This design comes from an exercise in tuning for small area, a short achievable clock period and few clock cycles on the open sky130 flow, not from production work.
In this exercise RTL edits were held to simulation tests only and were not proved equivalent to the original.
The clock port is modelled as an ideal driver, which makes a skipped or thinned clock tree look cheaper than it is; a real chip needs a root buffer or a tree.
Power and IR drop assume default switching activity.

## P
// LZ77_Encoder
module LZ77_Encoder(clk,reset,chardata,valid,encode,finish,offset,match_len,char_nxt);
input               clk;
input               reset;
input       [7:0]   chardata;
output  reg         valid;
output  reg         encode;
output  reg         finish;
output  reg [4:0]   offset;
output  reg [4:0]   match_len;
output      [7:0]   char_nxt;
	reg  [7:0]  cur;             
	reg  [7:0]  hist [0:29];     
	reg  [4:0]  cnt;             
	reg  [4:0]  len;             
	reg  [29:0] alive;           
	assign char_nxt = hist[0];
	wire        en = (cnt != 5'd0);
	wire [29:0] eq;
	wire [29:0] vld;
	genvar k;
	generate
		for (k = 0; k < 30; k = k + 1) begin : CMP
			assign eq[k]  = (cur == hist[k]);
			assign vld[k] = (cnt > k + 1);
		end
	endgenerate
	wire [29:0] a       = alive & vld & eq;
	wire        emit    = (len == 5'd24) | ~|a;
	wire        restart = ~en | emit;
	reg [4:0] maxk;
	integer i;
	always @(*) begin
		maxk = 5'd0;
		for (i = 0; i < 30; i = i + 1)
			if (alive[i]) maxk = i;
	end
	integer j;
	always @(posedge clk) begin
		cur <= chardata;
		hist[0] <= cur;
  ...
==> module LZ77_Encoder, before the edit <==
module LZ77_Encoder(clk,reset,chardata,valid,encode,finish,offset,match_len,char_nxt);
input               clk;
input               reset;
input       [7:0]   chardata;
output  reg         valid;
output  reg         encode;
output  reg         finish;
output  reg [4:0]   offset;
output  reg [4:0]   match_len;
output      [7:0]   char_nxt;
	reg  [7:0]  cur;             
	reg  [7:0]  hist [0:29];     
	reg  [4:0]  cnt;             
	reg  [4:0]  len;             
	reg  [29:0] alive;           
	assign char_nxt = hist[0];
	wire        en = (cnt != 5'd0);
	wire [29:0] eq;
	wire [29:0] vld;
	genvar k;
	generate
		for (k = 0; k < 30; k = k + 1) begin : CMP
			assign eq[k]  = (cur == hist[k]);
			assign vld[k] = (cnt > k + 1);
		end
	endgenerate
	wire [29:0] a       = alive & vld & eq;
	wire        emit    = (len == 5'd24) | ~|a;
	wire        restart = ~en | emit;
	reg [4:0] maxk;
	integer i;
	always @(*) begin
		maxk = 5'd0;
		for (i = 0; i < 30; i = i + 1)
			if (alive[i]) maxk = i;
	end
	integer j;
	always @(posedge clk) begin
		cur <= chardata;
		hist[0] <= cur;
		for (j = 1; j < 30; j = j + 1)
			hist[j] <= hist[j-1];
		if (reset)
			cnt <= 5'd0;
		else if (cnt != 5'd31)
			cnt <= cnt + 5'd1;
		len   <= restart ? 5'd0 : len + 5'd1;
		alive <= a | {30{restart}};
		valid <= ~reset & en & emit;
		match_len <= len;
		offset    <= (len == 5'd0) ? 5'd0 : maxk;
		finish <= ~reset & (finish | (valid & (char_nxt == 8'h24)));
		encode <= reset | ~(finish | (valid & (char_nxt == 8'h24)));
	end
endmodule
clock: 16.5 ns
lec_check: 0
cap_margin: 35
core_margin: 2
core_utilization: 40
slew_margin: 35
synth_memory_max_bits: 8192
standard.sh (not shown) runs the stock make flow with config.mk's settings and CLKGATE_MAP_FILE= SYNTH_SCRIPT=/design/flow/synth_recipe.tcl, a recipe that flattens the netlist after the stock synthesis.
==> flow/flow/run.sh <==
#!/bin/bash
# Standard ORFS layout (the standard.sh) with these changes:
# - the clock tree is a balanced two-level buffer tree built in a PRE_CTS hook
#   (cts_hook.tcl, mytree.tcl) in place of TritonCTS;
# - timing repair aims for a short period through SETUP_SLACK_MARGIN (the SDC,
#   and so the clock period and I/O delays, are unchanged);
# - port buffers start as buf_1 (repair upsizes those on critical paths);
# - ABC's buffers are removed at floorplan (REMOVE_ABC_BUFFERS), and the
#   combinational logic is then resynthesised for area (floorplan_hook.tcl).
# Each step's log is copied next to make_finish.log when the flow ends.
set -uo pipefail
W=$PWD
F=$W/flow
export MY_CTS_LEAVES=${MY_CTS_LEAVES:-12}
export MY_CTS_ROOTS=${MY_CTS_ROOTS:-4}
export MY_CTS_LEAF_CELL=${MY_CTS_LEAF_CELL:-sky130_fd_sc_hd__buf_12}
export MY_CTS_ROOT_CELL=${MY_CTS_ROOT_CELL:-sky130_fd_sc_hd__buf_8}
bash standard.sh \
  SETUP_SLACK_MARGIN=${MY_SETUP_MARGIN:-12.4} \
  "BUFFER_PORTS_ARGS=-buffer_cell ${MY_PORT_BUF:-sky130_fd_sc_hd__buf_1}" \
  PRE_CTS_TCL=$F/cts_hook.tcl REMOVE_ABC_BUFFERS=1 POST_FLOORPLAN_TCL=$F/floorplan_hook.tcl ${MY_EXTRA:-} \
  finish > $W/make_finish.log 2>&1
rc=$?
cp -f $W/orfs/logs/*/LZ77_Encoder/base/*.log $W/ 2>/dev/null
exit $rc
Other scripts of this flow, unchanged in this note and not shown: flow/flow/cts_hook.tcl, flow/flow/floorplan_hook.tcl, flow/flow/mytree.tcl
Testbench counts of P, summed over its fixed seeds: cycles 12,360.
Here is what was changed in the inputs of Q compared with P.
--- a/flow/design.v
+++ b/flow/design.v
@@ -13,6 +13,7 @@
 	reg  [4:0]  cnt;             
 	reg  [4:0]  len;             
 	reg  [29:0] alive;           
+	reg         last;            
 	assign char_nxt = hist[0];
 	wire        en = (cnt != 5'd0);
 	wire [29:0] eq;
@@ -49,7 +50,8 @@
 		valid <= ~reset & en & emit;
 		match_len <= len;
 		offset    <= (len == 5'd0) ? 5'd0 : maxk;
-		finish <= ~reset & (finish | (valid & (char_nxt == 8'h24)));
-		encode <= reset | ~(finish | (valid & (char_nxt == 8'h24)));
+		last   <= ~reset & en & (cur == 8'h24);
+		finish <= ~reset & (finish | last);
+		encode <= reset | ~(finish | last);
 	end
 endmodule
## What came out
- In terms of share of power burned in the clock network, Q and P differ only marginally.
- [compare] base=P new=Q: final cell count held; growth of design area from synthesis to finish went down 0.53 points; share of the final layout cell area in sequential cells went up 0.42 points; worst hold slack went up 0.0037 ns; fmax held.
- Q vs P: combinational group share of total power down in Q
- Compared with P, Q shows share of the final layout cell area in multi-input gates higher by 0.17 points.
- In the reports for Q and P, the larger routed wire length belongs to P.
- On power, P tracks Q almost exactly.
Testbench counts of Q, summed over its fixed seeds: cycles 12,360.
No run of this note takes its clock network from TritonCTS; it comes from the design's own scripts or RTL.

==> port drivers added, routing unchanged <==
Ports are ideal in the flow. The routed layouts listed here were re-timed in OpenROAD.
Step 1 sets driving cells, clkbuf_16 on the clock port and buf_2 on the other inputs (assumed; they add their load-dependent delay and slew).
Step 2, shift: input delay + t, output delay - t, t = (earliest + latest rising clock arrival at the registers) / 2. This alone moves slack from input paths to output paths.
Three values: ideal ports, drivers, drivers and shift; two values: the first two.
run | t, ns | setup slack, ns | latest minus earliest clock arrival (ns) | pins driven straight from the clock port
P | 0.373 | 12.425 / 12.326 / 12.470 | 0.030 / 0.030 | 4
Q | 0.358 | 12.422 / 12.336 / 12.208 | 0.030 / 0.029 | 4
After both steps every run listed still meets setup and hold. The setup slack of Q, which loses most, moves by -0.086 ns with the drivers and by -0.214 ns with both steps.
